Source: an optimization exercise on an open RTL-to-GDS flow (aim: small area and a short achievable clock period). Production flows keep margins and buffers that such runs may drop.
Function was checked by simulation only, so behaviour that the tests miss may differ from the original.
No activity file was given, so power comes from the tool's default toggle rates.

`design/flow/run.sh`:
```
#!/bin/bash
# synth_recipe.tcl (not shown) runs the flow's synth.tcl, then flattens the netlist and writes it again
# the make line also repeats each setting of config.mk as NAME=value (left out here)
make -C /OpenROAD-flow-scripts/flow DESIGN_CONFIG=/design/flow/config.mk WORK_HOME=/design/flow/orfs CLKGATE_MAP_FILE= SYNTH_SCRIPT=/design/flow/synth_recipe.tcl finish
```
`design/flow/config.mk`:
```
export PLATFORM = sky130hd
export DESIGN_NAME = systolic_4x4
export DESIGN_NICKNAME = systolic_4x4
export VERILOG_FILES = /design/flow/design.v
export SDC_FILE = /design/flow/constraint.sdc
export NUM_CORES = 4
export LEC_CHECK = 0
export CAP_MARGIN = 20
export CORE_MARGIN = 2
export CORE_UTILIZATION = 65
export CTS_BUF_LIST = sky130_fd_sc_hd__clkbuf_4 sky130_fd_sc_hd__clkbuf_8
export PLACE_DENSITY = 0.75
export SETUP_SLACK_MARGIN = 1.5
export SLEW_MARGIN = 20
export SYNTH_HIERARCHICAL = 1
export SYNTH_MINIMUM_KEEP_SIZE = 0
```
`design/flow/constraint.sdc`:
```
create_clock -name core_clock -period 5.5 [get_ports {clk}]
set_input_delay 1.1000 -clock core_clock [delete_from_list [all_inputs] [get_ports {clk}]]
set_output_delay 1.1000 -clock core_clock [all_outputs]
set_load 0.01 [all_outputs]
```
`design/flow/design.v`:
```
module PE_int8(input wire [15:0] acc, input wire [7:0] x, input wire [7:0] y, output wire [15:0] s);
    wire n0 = x[0] & y[0];
    wire n1 = x[0] & y[1];
    wire n2 = x[0] & y[2];
    wire n3 = x[0] & y[3];
    wire n4 = x[0] & y[4];
    wire n5 = x[0] & y[5];
    wire n6 = x[0] & y[6];
    wire n7 = ~(x[0] & y[7]);
    wire n8 = x[1] & y[0];
    wire n9 = x[1] & y[1];
    wire n10 = x[1] & y[2];
    wire n11 = x[1] & y[3];
    wire n12 = x[1] & y[4];
    wire n13 = x[1] & y[5];
    wire n14 = x[1] & y[6];
    wire n15 = ~(x[1] & y[7]);
    wire n16 = x[2] & y[0];
    wire n17 = x[2] & y[1];
    wire n18 = x[2] & y[2];
    wire n19 = x[2] & y[3];
    wire n20 = x[2] & y[4];
    wire n21 = x[2] & y[5];
    wire n22 = x[2] & y[6];
    wire n23 = ~(x[2] & y[7]);
    wire n24 = x[3] & y[0];
    wire n25 = x[3] & y[1];
    wire n26 = x[3] & y[2];
    wire n27 = x[3] & y[3];
    wire n28 = x[3] & y[4];
    wire n29 = x[3] & y[5];
    wire n30 = x[3] & y[6];
    wire n31 = ~(x[3] & y[7]);
    wire n32 = x[4] & y[0];
    wire n33 = x[4] & y[1];
    wire n34 = x[4] & y[2];
    wire n35 = x[4] & y[3];
    wire n36 = x[4] & y[4];
    wire n37 = x[4] & y[5];
    wire n38 = x[4] & y[6];
    wire n39 = ~(x[4] & y[7]);
    wire n40 = x[5] & y[0];
    wire n41 = x[5] & y[1];
    wire n42 = x[5] & y[2];
    wire n43 = x[5] & y[3];
    wire n44 = x[5] & y[4];
    wire n45 = x[5] & y[5];
    wire n46 = x[5] & y[6];
    wire n47 = ~(x[5] & y[7]);
    wire n48 = x[6] & y[0];
    wire n49 = x[6] & y[1];
    wire n50 = x[6] & y[2];
    wire n51 = x[6] & y[3];
    wire n52 = x[6] & y[4];
    wire n53 = x[6] & y[5];
    wire n54 = x[6] & y[6];
    wire n55 = ~(x[6] & y[7]);
    wire n56 = ~(x[7] & y[0]);
    wire n57 = ~(x[7] & y[1]);
    wire n58 = ~(x[7] & y[2]);
    wire n59 = ~(x[7] & y[3]);
    wire n60 = ~(x[7] & y[4]);
    wire n61 = ~(x[7] & y[5]);
    wire n62 = ~(x[7] & y[6]);
    wire n63 = x[7] & y[7];
    wire n64 = ~acc[8];
    wire n65, n66;
    HA un65 (.a(acc[5]), .b(n12), .s(n65), .co(n66));
    wire n67, n68;
    FA un67 (.a(acc[6]), .b(n13), .c(n20), .s(n67), .co(n68));
    wire n69, n70;
    HA un69 (.a(n27), .b(n34), .s(n69), .co(n70));
    wire n71, n72;
    FA un71 (.a(acc[7]), .b(n14), .c(n21), .s(n71), .co(n72));
    wire n73, n74;
    FA un73 (.a(n28), .b(n35), .c(n42), .s(n73), .co(n74));
    wire n75, n76;
    HA un75 (.a(n49), .b(n56), .s(n75), .co(n76));
    wire n77, n78;
    FA un77 (.a(n64), .b(n15), .c(n22), .s(n77), .co(n78));
    wire n79, n80;
    FA un79 (.a(n29), .b(n36), .c(n43), .s(n79), .co(n80));
    wire n81, n82;
    HA un81 (.a(n50), .b(n57), .s(n81), .co(n82));
    wire n83, n84;
    FA un83 (.a(acc[8]), .b(acc[9]), .c(n23), .s(n83), .co(n84));
    wire n85, n86;
    FA un85 (.a(n30), .b(n37), .c(n44), .s(n85), .co(n86));
    wire n87, n88;
    HA un87 (.a(n51), .b(n58), .s(n87), .co(n88));
    wire n89, n90;
    FA un89 (.a(acc[10]), .b(n31), .c(n38), .s(n89), .co(n90));
    wire n91, n92;
    HA un91 (.a(n45), .b(n52), .s(n91), .co(n92));
    wire n93, n94;
    HA un93 (.a(acc[11]), .b(n39), .s(n93), .co(n94));
    wire n95, n96;
    HA un95 (.a(acc[3]), .b(n10), .s(n95), .co(n96));
    wire n97, n98;
    FA un97 (.a(acc[4]), .b(n11), .c(n18), .s(n97), .co(n98));
    wire n99, n100;
    HA un99 (.a(n25), .b(n32), .s(n99), .co(n100));
    wire n101, n102;
    FA un101 (.a(n19), .b(n26), .c(n33), .s(n101), .co(n102));
    wire n103, n104;
    FA un103 (.a(n40), .b(n5), .c(n65), .s(n103), .co(n104));
    wire n105, n106;
    FA un105 (.a(n41), .b(n48), .c(n6), .s(n105), .co(n106));
    wire n107, n108;
    FA un107 (.a(n66), .b(n69), .c(n67), .s(n107), .co(n108));
    wire n109, n110;
    FA un109 (.a(n7), .b(n70), .c(n75), .s(n109), .co(n110));
    wire n111, n112;
    FA un111 (.a(n68), .b(n71), .c(n73), .s(n111), .co(n112));
    wire n113, n114;
    FA un113 (.a(n76), .b(n81), .c(n72), .s(n113), .co(n114));
    wire n115, n116;
    FA un115 (.a(n74), .b(n77), .c(n79), .s(n115), .co(n116));
    wire n117, n118;
    FA un117 (.a(n82), .b(n87), .c(n78), .s(n117), .co(n118));
    wire n119, n120;
    FA un119 (.a(n80), .b(n83), .c(n85), .s(n119), .co(n120));
    wire n121, n122;
    FA un121 (.a(n59), .b(n88), .c(n91), .s(n121), .co(n122));
    wire n123, n124;
    FA un123 (.a(n84), .b(n86), .c(n89), .s(n123), .co(n124));
    wire n125, n126;
    FA un125 (.a(n46), .b(n53), .c(n60), .s(n125), .co(n126));
    wire n127, n128;
    FA un127 (.a(n92), .b(n93), .c(n90), .s(n127), .co(n128));
    wire n129, n130;
    FA un129 (.a(acc[12]), .b(n47), .c(n54), .s(n129), .co(n130));
    wire n131, n132;
    HA un131 (.a(n61), .b(n94), .s(n131), .co(n132));
    wire n133, n134;
    HA un133 (.a(acc[13]), .b(n55), .s(n133), .co(n134));
    wire n135, n136;
    HA un135 (.a(acc[2]), .b(n16), .s(n135), .co(n136));
    wire n137, n138;
    FA un137 (.a(n17), .b(n24), .c(n3), .s(n137), .co(n138));
    wire n139, n140;
    FA un139 (.a(n4), .b(n96), .c(n99), .s(n139), .co(n140));
    wire n141, n142;
    FA un141 (.a(n100), .b(n98), .c(n101), .s(n141), .co(n142));
    wire n143, n144;
    FA un143 (.a(n102), .b(n105), .c(n104), .s(n143), .co(n144));
    wire n145, n146;
    FA un145 (.a(n106), .b(n109), .c(n108), .s(n145), .co(n146));
    wire n147, n148;
    FA un147 (.a(n110), .b(n112), .c(n113), .s(n147), .co(n148));
    wire n149, n150;
    FA un149 (.a(n114), .b(n116), .c(n117), .s(n149), .co(n150));
    wire n151, n152;
    FA un151 (.a(n121), .b(n118), .c(n120), .s(n151), .co(n152));
    wire n153, n154;
    FA un153 (.a(n125), .b(n122), .c(n124), .s(n153), .co(n154));
    wire n155, n156;
    FA un155 (.a(n126), .b(n129), .c(n131), .s(n155), .co(n156));
    wire n157, n158;
    FA un157 (.a(n62), .b(n133), .c(n130), .s(n157), .co(n158));
    wire n159, n160;
    HA un159 (.a(acc[14]), .b(n63), .s(n159), .co(n160));
    wire n161, n162;
    HA un161 (.a(acc[1]), .b(n1), .s(n161), .co(n162));
    wire n163, n164;
    FA un163 (.a(n2), .b(n9), .c(n135), .s(n163), .co(n164));
    wire n165, n166;
    FA un165 (.a(n136), .b(n95), .c(n137), .s(n165), .co(n166));
    wire n167, n168;
    FA un167 (.a(n138), .b(n97), .c(n139), .s(n167), .co(n168));
    wire n169, n170;
    FA un169 (.a(n140), .b(n103), .c(n141), .s(n169), .co(n170));
    wire n171, n172;
    FA un171 (.a(n142), .b(n107), .c(n143), .s(n171), .co(n172));
    wire n173, n174;
    FA un173 (.a(n111), .b(n144), .c(n145), .s(n173), .co(n174));
    wire n175, n176;
    FA un175 (.a(n115), .b(n146), .c(n147), .s(n175), .co(n176));
    wire n177, n178;
    FA un177 (.a(n119), .b(n148), .c(n149), .s(n177), .co(n178));
    wire n179, n180;
    FA un179 (.a(n123), .b(n150), .c(n151), .s(n179), .co(n180));
    wire n181, n182;
    FA un181 (.a(n127), .b(n152), .c(n153), .s(n181), .co(n182));
    wire n183, n184;
    FA un183 (.a(n128), .b(n155), .c(n154), .s(n183), .co(n184));
    wire n185, n186;
    FA un185 (.a(n132), .b(n157), .c(n156), .s(n185), .co(n186));
    wire n187, n188;
    FA un187 (.a(n134), .b(n159), .c(n158), .s(n187), .co(n188));
    wire n189 = acc[15] ^ n160;
    wire n190, n191;
    HA un190 (.a(acc[0]), .b(n0), .s(n190), .co(n191));
    wire n192, n193;
    HA un192 (.a(n8), .b(n161), .s(n192), .co(n193));
    wire n194, n195;
    HA un194 (.a(n162), .b(n163), .s(n194), .co(n195));
    wire n196, n197;
    HA un196 (.a(n164), .b(n165), .s(n196), .co(n197));
    wire n198, n199;
    HA un198 (.a(n166), .b(n167), .s(n198), .co(n199));
    wire n200, n201;
    HA un200 (.a(n168), .b(n169), .s(n200), .co(n201));
    wire n202, n203;
    HA un202 (.a(n170), .b(n171), .s(n202), .co(n203));
    wire n204, n205;
    HA un204 (.a(n172), .b(n173), .s(n204), .co(n205));
    wire n206, n207;
    HA un206 (.a(n174), .b(n175), .s(n206), .co(n207));
    wire n208, n209;
    HA un208 (.a(n176), .b(n177), .s(n208), .co(n209));
    wire n210, n211;
    HA un210 (.a(n178), .b(n179), .s(n210), .co(n211));
    wire n212, n213;
    HA un212 (.a(n180), .b(n181), .s(n212), .co(n213));
    wire n214, n215;
    HA un214 (.a(n183), .b(n182), .s(n214), .co(n215));
    wire n216, n217;
    HA un216 (.a(n185), .b(n184), .s(n216), .co(n217));
    wire n218, n219;
    HA un218 (.a(n187), .b(n186), .s(n218), .co(n219));
    wire n220 = n189 ^ n188;
    wire n221;
    GC111 un221 (.i0(n193), .i1(n192), .i2(n191), .o(n221));
    wire n222;
    GC111 un222 (.i0(n197), .i1(n196), .i2(n195), .o(n222));
    wire n223;
    PC11 un223 (.i0(n196), .i1(n194), .o(n223));
    wire n224;
    GC111 un224 (.i0(n201), .i1(n200), .i2(n199), .o(n224));
    wire n225;
    PC11 un225 (.i0(n200), .i1(n198), .o(n225));
    wire n226;
    GC111 un226 (.i0(n205), .i1(n204), .i2(n203), .o(n226));
    wire n227;
    PC11 un227 (.i0(n204), .i1(n202), .o(n227));
    wire n228;
    GC111 un228 (.i0(n209), .i1(n208), .i2(n207), .o(n228));
    wire n229;
    PC11 un229 (.i0(n208), .i1(n206), .o(n229));
    wire n230;
    GC111 un230 (.i0(n213), .i1(n212), .i2(n211), .o(n230));
    wire n231;
    PC11 un231 (.i0(n212), .i1(n210), .o(n231));
    wire n232;
    GC111 un232 (.i0(n217), .i1(n216), .i2(n215), .o(n232));
    wire n233;
    PC11 un233 (.i0(n216), .i1(n214), .o(n233));
    wire n234;
    GC110 un234 (.i0(n195), .i1(n194), .i2(n221), .o(n234));
    wire n235;
    GC000 un235 (.i0(n222), .i1(n223), .i2(n221), .o(n235));
    wire n236;
    GC110 un236 (.i0(n203), .i1(n202), .i2(n224), .o(n236));
    wire n237;
    PC10 un237 (.i0(n202), .i1(n225), .o(n237));
    wire n238;
    GC000 un238 (.i0(n226), .i1(n227), .i2(n224), .o(n238));
    wire n239;
    PC00 un239 (.i0(n227), .i1(n225), .o(n239));
    wire n240;
    GC110 un240 (.i0(n211), .i1(n210), .i2(n228), .o(n240));
    wire n241;
    PC10 un241 (.i0(n210), .i1(n229), .o(n241));
    wire n242;
    GC000 un242 (.i0(n230), .i1(n231), .i2(n228), .o(n242));
    wire n243;
    PC00 un243 (.i0(n231), .i1(n229), .o(n243));
    wire n244;
    GC110 un244 (.i0(n219), .i1(n218), .i2(n232), .o(n244));
    wire n245;
    PC10 un245 (.i0(n218), .i1(n233), .o(n245));
    wire n246;
    GC111 un246 (.i0(n199), .i1(n198), .i2(n235), .o(n246));
    wire n247;
    GC001 un247 (.i0(n224), .i1(n225), .i2(n235), .o(n247));
    wire n248;
    GC001 un248 (.i0(n236), .i1(n237), .i2(n235), .o(n248));
    wire n249;
    GC111 un249 (.i0(n238), .i1(n239), .i2(n235), .o(n249));
    wire n250;
    GC111 un250 (.i0(n215), .i1(n214), .i2(n242), .o(n250));
    wire n251;
    PC11 un251 (.i0(n214), .i1(n243), .o(n251));
    wire n252;
    GC001 un252 (.i0(n232), .i1(n233), .i2(n242), .o(n252));
    wire n253;
    PC01 un253 (.i0(n233), .i1(n243), .o(n253));
    wire n254;
    GC001 un254 (.i0(n244), .i1(n245), .i2(n242), .o(n254));
    wire n255;
    PC01 un255 (.i0(n245), .i1(n243), .o(n255));
    wire n256;
    GC110 un256 (.i0(n207), .i1(n206), .i2(n249), .o(n256));
    wire n257;
    GC000 un257 (.i0(n228), .i1(n229), .i2(n249), .o(n257));
    wire n258;
    GC000 un258 (.i0(n240), .i1(n241), .i2(n249), .o(n258));
    wire n259;
    GC110 un259 (.i0(n242), .i1(n243), .i2(n249), .o(n259));
    wire n260;
    GC000 un260 (.i0(n250), .i1(n251), .i2(n249), .o(n260));
    wire n261;
    GC000 un261 (.i0(n252), .i1(n253), .i2(n249), .o(n261));
    wire n262;
    GC000 un262 (.i0(n254), .i1(n255), .i2(n249), .o(n262));
    assign s[0] = n190;
    assign s[1] = n192 ^ n191;
    assign s[2] = n194 ^ ~n221;
    assign s[3] = n196 ^ ~n234;
    assign s[4] = n198 ^ n235;
    assign s[5] = n200 ^ ~n246;
    assign s[6] = n202 ^ ~n247;
    assign s[7] = n204 ^ ~n248;
    assign s[8] = n206 ^ ~n249;
    assign s[9] = n208 ^ ~n256;
    assign s[10] = n210 ^ n257;
    assign s[11] = n212 ^ n258;
    assign s[12] = n214 ^ ~n259;
    assign s[13] = n216 ^ n260;
    assign s[14] = n218 ^ n261;
    assign s[15] = n220 ^ ~n262;
endmodule
module FA(input wire a, input wire b, input wire c, output wire s, output wire co);
    assign s = a ^ b ^ c;
    assign co = (a & b) | (a & c) | (b & c);
endmodule
module HA(input wire a, input wire b, output wire s, output wire co);
    assign s = a ^ b;
    assign co = a & b;
endmodule
module GC000(input wire i0, input wire i1, input wire i2, output wire o);
    assign o = (~i0 | (~i1 & ~i2));
endmodule
module GC001(input wire i0, input wire i1, input wire i2, output wire o);
    assign o = ~(~i0 | (~i1 & i2));
endmodule
module GC110(input wire i0, input wire i1, input wire i2, output wire o);
    assign o = ~(i0 | (i1 & ~i2));
endmodule
module GC111(input wire i0, input wire i1, input wire i2, output wire o);
    assign o = ~(i0 | (i1 & i2));
endmodule
module PC00(input wire i0, input wire i1, output wire o);
    assign o = (~i0 & ~i1);
endmodule
module PC01(input wire i0, input wire i1, output wire o);
    assign o = ~(~i0 & i1);
endmodule
module PC10(input wire i0, input wire i1, output wire o);
    assign o = ~(i0 & ~i1);
endmodule
module PC11(input wire i0, input wire i1, output wire o);
    assign o = ~(i0 & i1);
endmodule
module systolic_4x4(    input  wire clk,
                        input  wire rst,
                        input  wire [31: 0] x_flat,    
                        input  wire [31: 0] y_flat,    
                        output wire [255:0] out_flat,  
                        output wire done
        );
    reg  [7:0]  xo  [15:0];
    reg  [7:0]  yo  [15:0];
    reg  [15:0] acc [15:0];
    reg  [15:0] out [15:0];
    wire [15:0] sum [15:0];
    wire [15:0] res [15:0];      
    wire [15:0] clr;
    reg  [3:0]  counter;
    reg         done_r;
    reg  [4:1]  warm;            
    assign done = done_r;
    genvar gi, gj;
    generate
        for (gi = 0; gi < 4; gi = gi + 1) begin : g_row
            for (gj = 0; gj < 4; gj = gj + 1) begin : g_col
                localparam integer N   = 4*gi + gj;
                localparam integer K   = (gi > gj) ? gi : gj;
                localparam integer M   = K + 1;
                PE_int8 pe (.acc(acc[N]), .x(xo[N]), .y(yo[N]), .s(sum[N]));
                assign res[N] = sum[N];
                assign clr[N] = rst | ~warm[M];
                assign out_flat[16*N +: 16] = out[N];
            end
        end
    endgenerate
    integer i, j;
    always @(posedge clk) begin
        for (i = 0; i < 4; i = i + 1)
            for (j = 0; j < 4; j = j + 1) begin
                xo[4*i+j] <= (j == 0) ? x_flat[8*i +: 8] : xo[4*i+j-1];
                yo[4*i+j] <= (i == 0) ? y_flat[8*j +: 8] : yo[4*i+j-4];
            end
        for (i = 0; i < 16; i = i + 1)
            acc[i] <= clr[i] ? 16'd0 : sum[i];
        warm <= rst ? 4'd0 : {warm[3:1], 1'b1};
        if (rst) begin
            for (i = 0; i < 16; i = i + 1) out[i] <= 16'd0;
            done_r  <= 1'b0;
            counter <= 4'd0;
        end else if (counter == 4'd10) begin
            for (i = 0; i < 16; i = i + 1) out[i] <= res[i];
            done_r  <= 1'b1;
            counter <= 4'd0;
        end else begin
            done_r  <= 1'b0;
            counter <= counter + 1'b1;
        end
    end
endmodule
```
==> impl_metrics.toml, run 1 <==
[synth]
synthArstFlopShare = 0
synthesis.nets = 6645
ys_types = 25
syn-cell-area_mm2 = 0.0558
synth-main-ff-cell = "dfxtp_1"
yosysSeqAreaShare = 0.279
synth_area_per_cell_um2 = 10.4
syn_inst = 5345
ys.warnings.count = 15
synth_seq_cells = 777
synth_enable_flop_cells = 0

[detailed_routing]
wirelength_um = 138000
dr.pass1.iters = 7
vias = 39200
postRouteAntennaNets = 0
wire_per_inst_um = 19.7
remaining_drc_errors = 0
via_per_inst = 5.58
drt_iter0_markers = 1959

[die]
fp.dieArea_mm2 = 0.0883
pin_count = 323
start_util = 0.656
row_count = 107
dieWidth_um = 297
die_y_um = 297
core_area_mm2 = 0.0851

[final_layout]
mostFrequentLayoutCells = "and2_1, nand2_1, fa_1, dfxtp_1, ha_1"
syn2layout_area_growth_pct = 19.7
n_fill_cell = 5593
drive_gt1_frac = 0.202
fin_nets = 7072
final_common_cell = "and2_1"

[critical_path]
end_kind = "flop"
path_max_fanout = 8
required_ns = 6.25
start_kind = "flop"
crit_type = "flop to flop"
cp_data_arrival_time_ns = 4.76

[run_status]
status = "timing/DRC/antenna clean"

[sta]
slew_headroom = 0.316
setup_viol = 0
final-max-slew-violation-count = 0
fmax_ghz = 0.249
tightest_slew_ns = 1.03
min_period_ns = 4.01
hold_viol = 0
tns_ns = 0
finalCritPeriodShare = 0.730
rsz0062_at_grt = "true"
fin_skew_ns = 0.0407

[global_routing]
grt_max_degree = 172
grt_first_pass_wirelength_um = 219000
antenna_found_initial = 3
grt_usage = 0.309
grt_pass1_vias = 41600
grt.overflow.total = 0

[job]
cap_violations = 0

[clocking]
cts-root-buf = "clkbuf_8"
cts_made_buffers = 136
path_clk_slew_ns = 0.06
cts-htree-levels = 4
clkLatencyLatePin_ns = 0.85
clockBufferDepth = 3
cts_tree = "built"
hold_buffers = 0
clock_sinks = 777

[hold_path]
holdCritPathClass = "flop to flop"

[placed_design]
globalplace.congestion = 0.888
portBuffers = 322
dp_hpwl_um = 98900

[power]
finalPower_mw = 37.5
irDropWorstVdd_mv = 0.908
powerDensity_mw_per_mm2 = 561
p_leak_nw = 27.9
## through the flow
step                cell area [um2]  cells  worst slack (ns)  hold slack, ns   util
floorplan                     55800   5345              1.75           0.326      -
global placement              59800   6678              1.23           0.437  0.702
detailed placement            59800   6678              1.21           0.433  0.702
CTS                           63800   6936              1.50           0.399  0.750
global route                  66800   7021              1.34           0.411  0.785
finish                        66800   7021              1.49           0.390  0.785
## cell families (layout without fill, tap and decap cells)
family          count (synthesis)  count (layout)  synth area share
compound gates                706             706            0.0834
xor+xnor                      272             272            0.0427
fa+ha+maj                    1234            1234             0.380
buf+inv                       323             853            0.0273
flops                         777             777             0.279
other cells                     0               2                 0
simple gates                 2033            2033             0.188
## layer usage
layer  global-route usage  wire length (um)  vias to the layer above
met3               0.0590              7770                      273
met5                    0                 0                        -
li1                     -                 -                    17900
met1                0.404             57600                    19900
met2                0.518             68900                     1031
met4                0.102              4020                        0
## per-module statistics from Yosys, one instance, submodules excluded
| module | area, um2 | times used | cells inside | flip-flops and latches |
|---|---|---|---|---|
| GC000 | 5.00 | 128 | 1 | 0 |
| GC110 | 12.5 | 96 | 2 | 0 |
| GC111 | 8.76 | 160 | 1 | 0 |
| PC00 | 3.75 | 32 | 1 | 0 |
| PC11 | 3.75 | 112 | 1 | 0 |
| FA | 20.0 | 768 | 1 | 0 |
| systolic_4x4 | 21200 | 1 | 1937 | 777 |
| GC001 | 11.3 | 64 | 2 | 0 |
| PC10 | 6.26 | 48 | 1 | 0 |
| HA | 12.5 | 464 | 1 | 0 |
| PC01 | 6.26 | 32 | 1 | 0 |
| PE_int8 | 531 | 16 | 84 | 0 |
## layout make-up
cell class                      count  area (um2)  area share
Clock inverter                     48         581     0.00869
Multi-Input combinational cell   4245       41400       0.620
Sequential cell                   777       16100       0.241
Tap cell                         1144        1430      0.0214
Antenna cell                        2        5.00   0.0000749
Clock buffer                      193        2450      0.0367
Inverter                          178         678      0.0101
Timing Repair Buffer              434        4150      0.0621
## report_power, final
group	total, mW	internal, mW	switching (mW)
Clock	5.99	3.42	2.57
Combinational	25.1	11.8	13.3
Sequential	6.39	5.98	0.416
## synthesized netlist by cell type (2+ instances only)
cell	n	area share
and2_1	1056	0.12
nand2_1	851	0.057
dfxtp_1	777	0.28
fa_1	768	0.28
ha_1	466	0.10
a21oi_1	257	0.023
a21oi_2	256	0.040
inv_1	178	0.012
xnor2_1	176	0.028
o21ai_1	128	0.011
xor2_1	96	0.015
nand2b_1	81	0.0091
a21boi_1	64	0.0086
clkbuf_1	53	0.0036
buf_2	47	0.0042
nor2_1	34	0.0023
buf_4	23	0.0031
buf_6	22	0.0044
nor2b_1	4	0.00045
nand3b_1	2	0.00027
nor3_1	2	0.00018
## registers in the layout, summed over array words and instances, names as in the netlist
register and cells:
warm 4, acc 256, yo 128, out 256
counter 4, xo 128, done_r 1
## critical path, cell delays in order (launching register included)
cell	delay (ns)
dfxtp_4	0.38
and2_4	0.15
fa_1	0.49
fa_2	0.38
fa_1	0.51
fa_1	0.53
ha_4	0.33
nand2_4	0.07
o21ai_4	0.17
a21oi_4	0.05
buf_12	0.19
o21ai_4	0.16
xor2_2	0.18
nand2_1	0.14
a21oi_1	0.18
## final timing paths
kind / startpoint / endpoint / slack [ns] / depth (start not counted)
worst max-delay path: yo[6][4] / out[6][13] / 1.49 / 14
worst min-delay path: xo[12][5] / xo[13][5] / 0.39 / 0
worst max register to register: yo[6][4] / out[6][13] / 1.49 / 14
worst min register to register: xo[12][5] / xo[13][5] / 0.39 / 0
## timing repair
action                                  CTS  global route
hold endpoints to repair                  0             0
pin swaps                                28           210
gates resized for setup                 312           483
setup buffers                            17            82
endpoints found under the setup margin  210           201
==> run 2: changes to the inputs <==
--- a/design/flow/config.mk
+++ b/design/flow/config.mk
@@ -10,3 +10,5 @@
 export CORE_UTILIZATION = 65
-export CTS_BUF_LIST = sky130_fd_sc_hd__clkbuf_4 sky130_fd_sc_hd__clkbuf_8
+export CTS_BUF_LIST = sky130_fd_sc_hd__clkbuf_8 sky130_fd_sc_hd__clkbuf_16
+export CTS_CLUSTER_DIAMETER = 100
+export CTS_CLUSTER_SIZE = 30
 export PLACE_DENSITY = 0.75
==> impl_metrics.toml, run 2 <==
[detailed_routing]
m1WireLength_um = 57000
wire_per_inst_um = 19.7
remaining_drc_errors = 0
dr.pass1.iters = 5
drt_iter0_markers = 1848
vias = 38200
routed-wl-met2_um = 67100
dr_wl_met3_um = 6900
via_per_inst = 5.58
top_layer = "met5"
wirelength_um = 135000
postRouteAntennaNets = 0

[critical_path]
cp_data_arrival_time_ns = 4.56
path_max_fanout = 8
path_cells = "and2_1 > fa_1 > fa_2 > fa_1 > fa_1 > ha_4 > nand2_4 > o21ai_4 > a21oi_4 > buf_12 > o21ai_2 > xor2_1 > nand2_1 > a21oi_1"
r2r_end = "out[6][13]"
crit_start = "yo[6][5]"
r2r_setup_slack_ns = 1.48
cp_common_cell = "fa_1"
r2r-start = "yo[6][5]"
end_kind = "flop"
crit_path_top_delay_cell = "fa_1"
r2r_cells = 14
required_ns = 6.04
start_kind = "flop"
crit_end = "out[6][13]"
slowest_delay_ns = 0.55
crit_type = "flop to flop"

[power]
intPower_mw = 19.1
p_leak_nw = 26.9
p_seq_frac = 0.184
combPwrFrac = 0.720
powerDensity_mw_per_mm2 = 534
switching_share = 0.450
irDropWorstVdd_mv = 0.830
finalPower_mw = 34.7
p_sw_mw = 15.6
power_frac_clock = 0.096

[synth]
yosysSeqAreaShare = 0.279
synth_seq_cells = 777
synthArstFlopShare = 0
synth-main-ff-cell = "dfxtp_1"
ys_types = 25
synth_enable_flop_cells = 0
synthesis.nets = 6645
synth.most_common_cell = "and2_1"
synth_area_per_cell_um2 = 10.4
synthTopCellsByCount = "and2_1, nand2_1, dfxtp_1"
synth_largest_area_cell = "dfxtp_1"
syn-cell-area_mm2 = 0.0558
ys.warnings.count = 15
yosys.area.top_type_share = 0.279
syn_inst = 5345
synthTopCellsByArea = "dfxtp_1, fa_1, and2_1"

[final_layout]
layout.area.seq_mm2 = 0.0162
multiInputGateArea_mm2 = 0.0413
fin_nets = 6985
antenna_cells = 0
stdcell_count = 6847
syn2layout_area_growth_pct = 16.4
final_common_cell = "and2_1"
mostFrequentLayoutCells = "and2_1, nand2_1, fa_1, dfxtp_1, ha_1"
reg.largest.list = "acc: 256 flops, out: 256 flops"
n_fill_cell = 5827
drive_gt1_frac = 0.176

[global_routing]
grt_max_degree = 172
grt_pass1_vias = 40400
grt_first_pass_wirelength_um = 214000
grt_usage = 0.301
grt.overflow.total = 0
antenna_found_initial = 2

[sta]
fmax_ghz = 0.248
tns_ns = 0
slew_headroom = 0.272
tightest_slew_ns = 1.09
rsz0062_at_grt = "true"
layout_setup_ws_ns = 1.48
finalCritPeriodShare = 0.732
hold_viol = 0
fin_skew_ns = 0.0235
min_period_ns = 4.02
setup_viol = 0
final-max-slew-violation-count = 0

[clocking]
cts_made_buffers = 37
cts-root-buf = "clkbuf_16"
cts-htree-levels = 2
hold_buffers = 0
clkLatencyLatePin_ns = 0.61
cts_tree = "built"
clockBufferDepth = 3
clock_sinks = 777
path_clk_slew_ns = 0.11

[placed_design]
dp_hpwl_um = 98900
globalplace.congestion = 0.888
dp_slack_ns = 1.21
dpl.cell_count = 6678
portBuffers = 322

[run_status]
status = "timing/DRC/antenna clean"

[die]
pin_count = 323
row_count = 107
dieWidth_um = 297
die_y_um = 297
start_util = 0.656
core_area_mm2 = 0.0851
fp.dieArea_mm2 = 0.0883

[job]
cap_violations = 0

[hold_path]
holdCritPathClass = "flop to flop"
[run 2: area by class of cell]
cell class / instances / area share
Inverter: 178 / 0.0103
Clock inverter: 20 / 0.00350
Timing Repair Buffer: 446 / 0.0649
Sequential cell: 777 / 0.249
Clock buffer: 37 / 0.0142
Tap cell: 1144 / 0.0220
Multi-Input combinational cell: 4245 / 0.636
[run 2: power by group through the flow]
stage	Sequential (mW)	Clock [mW]	Combinational [mW]
after global routing	6.41	3.61	27.2
after detailed placement	6.52	0	18.1
after CTS	6.40	3.42	19.6
after floorplan	6.31	0	14.7
after global placement	6.52	0	17.8
final	6.37	3.34	25.0
[run 2: how the worst min path moves through the flow]
stage / from / end / slack [ns] / cells after the start
6_report: yo[10][5] / yo[14][5] / 0.41 / 0
5_1_grt: yo[10][5] / yo[14][5] / 0.41 / 0
4_1_cts: xo[10][2] / xo[11][2] / 0.41 / 0
3_5_place_dp: xo[10][1] / xo[11][1] / 0.43 / 0
3_3_place_gp: xo[10][4] / xo[11][4] / 0.44 / 0
2_1_floorplan: yo[6][7] / yo[10][7] / 0.33 / 0
[run 2: stage by stage]
| step | utilization | area [um2] | hold WS (ns) |
|---|---|---|---|
| 2_1_floorplan | - | 55800 | 0.326 |
| 3_3_place_gp | 0.702 | 59800 | 0.437 |
| 3_5_place_dp | 0.702 | 59800 | 0.433 |
| 4_1_cts | 0.728 | 62000 | 0.410 |
| 5_1_grt | 0.763 | 65000 | 0.415 |
| 6_report | 0.763 | 65000 | 0.408 |
[run 2: per-module statistics from Yosys (local to each module, per instance), a selection]
module	flip-flops and latches	area [um2]	times used	cells
GC001	0	11.3	64	2
PC00	0	3.75	32	1
PC01	0	6.26	32	1
PC11	0	3.75	112	1
GC111	0	8.76	160	1
PC10	0	6.26	48	1
FA	0	20.0	768	1
HA	0	12.5	464	1
GC110	0	12.5	96	2
GC000	0	5.00	128	1
[run 2: what timing repair did]
| item | 4_1_cts | 5_1_grt |
|---|---|---|
| resized for setup | 331 | 476 |
| setup endpoints to repair | 214 | 191 |
| buffers inserted | 14 | 97 |
| pin swaps | 19 | 187 |
[run 2: critical path: cells and delay by family, from the launching register on]
family	cells	cell delay [ns]
buffers and inverters	1	0.18
AO/OA/AOI/OAI	4	0.53
AND/OR/NAND/NOR	3	0.43
flip-flops	1	0.40
XOR/XNOR	1	0.21
adder cells (fa/ha/maj)	5	2.20
[run 2: metal layers]
layer  GRT usage  vias up
li1            -    17700
met1       0.399    19400
met2       0.513      876
met3      0.0501      220
met4      0.0838        4
met5           0        -
[run 2: kinds of logic (layout without fill, tap and decap cells)]
family	count (synthesis)	after routing	synth area share
compound gates	706	706	0.0834
flops	777	777	0.279
xor+xnor	272	272	0.0427
fa+ha+maj	1234	1234	0.380
simple gates	2033	2033	0.188
buf+inv	323	681	0.0273

-- separate check: timing with driven ports --
How much do the figures lean on ideal ports? The routed layouts below were timed once more, with nothing changed but the port constraints. Step 1 sets driving cells, clkbuf_16 on the clock port and buf_2 on the other inputs (assumed; they add their load-dependent delay and slew). Step 2 also shifts input and output timing later by t, the mid clock arrival at the registers, as if the neighbouring blocks saw the same clock. a / b / c = ideal ports / drivers / drivers and shift; a / b = the first two.
| run | shift t [ns] | setup WS [ns] | worst setup path after step 2 |
|---|---|---|---|
| run 1 | 0.896 | 1.487 / 1.487 / 1.487 | register to register |
| run 2 | 0.669 | 1.476 / 1.476 / 1.476 | register to register |
After both steps every run listed still meets setup and hold.
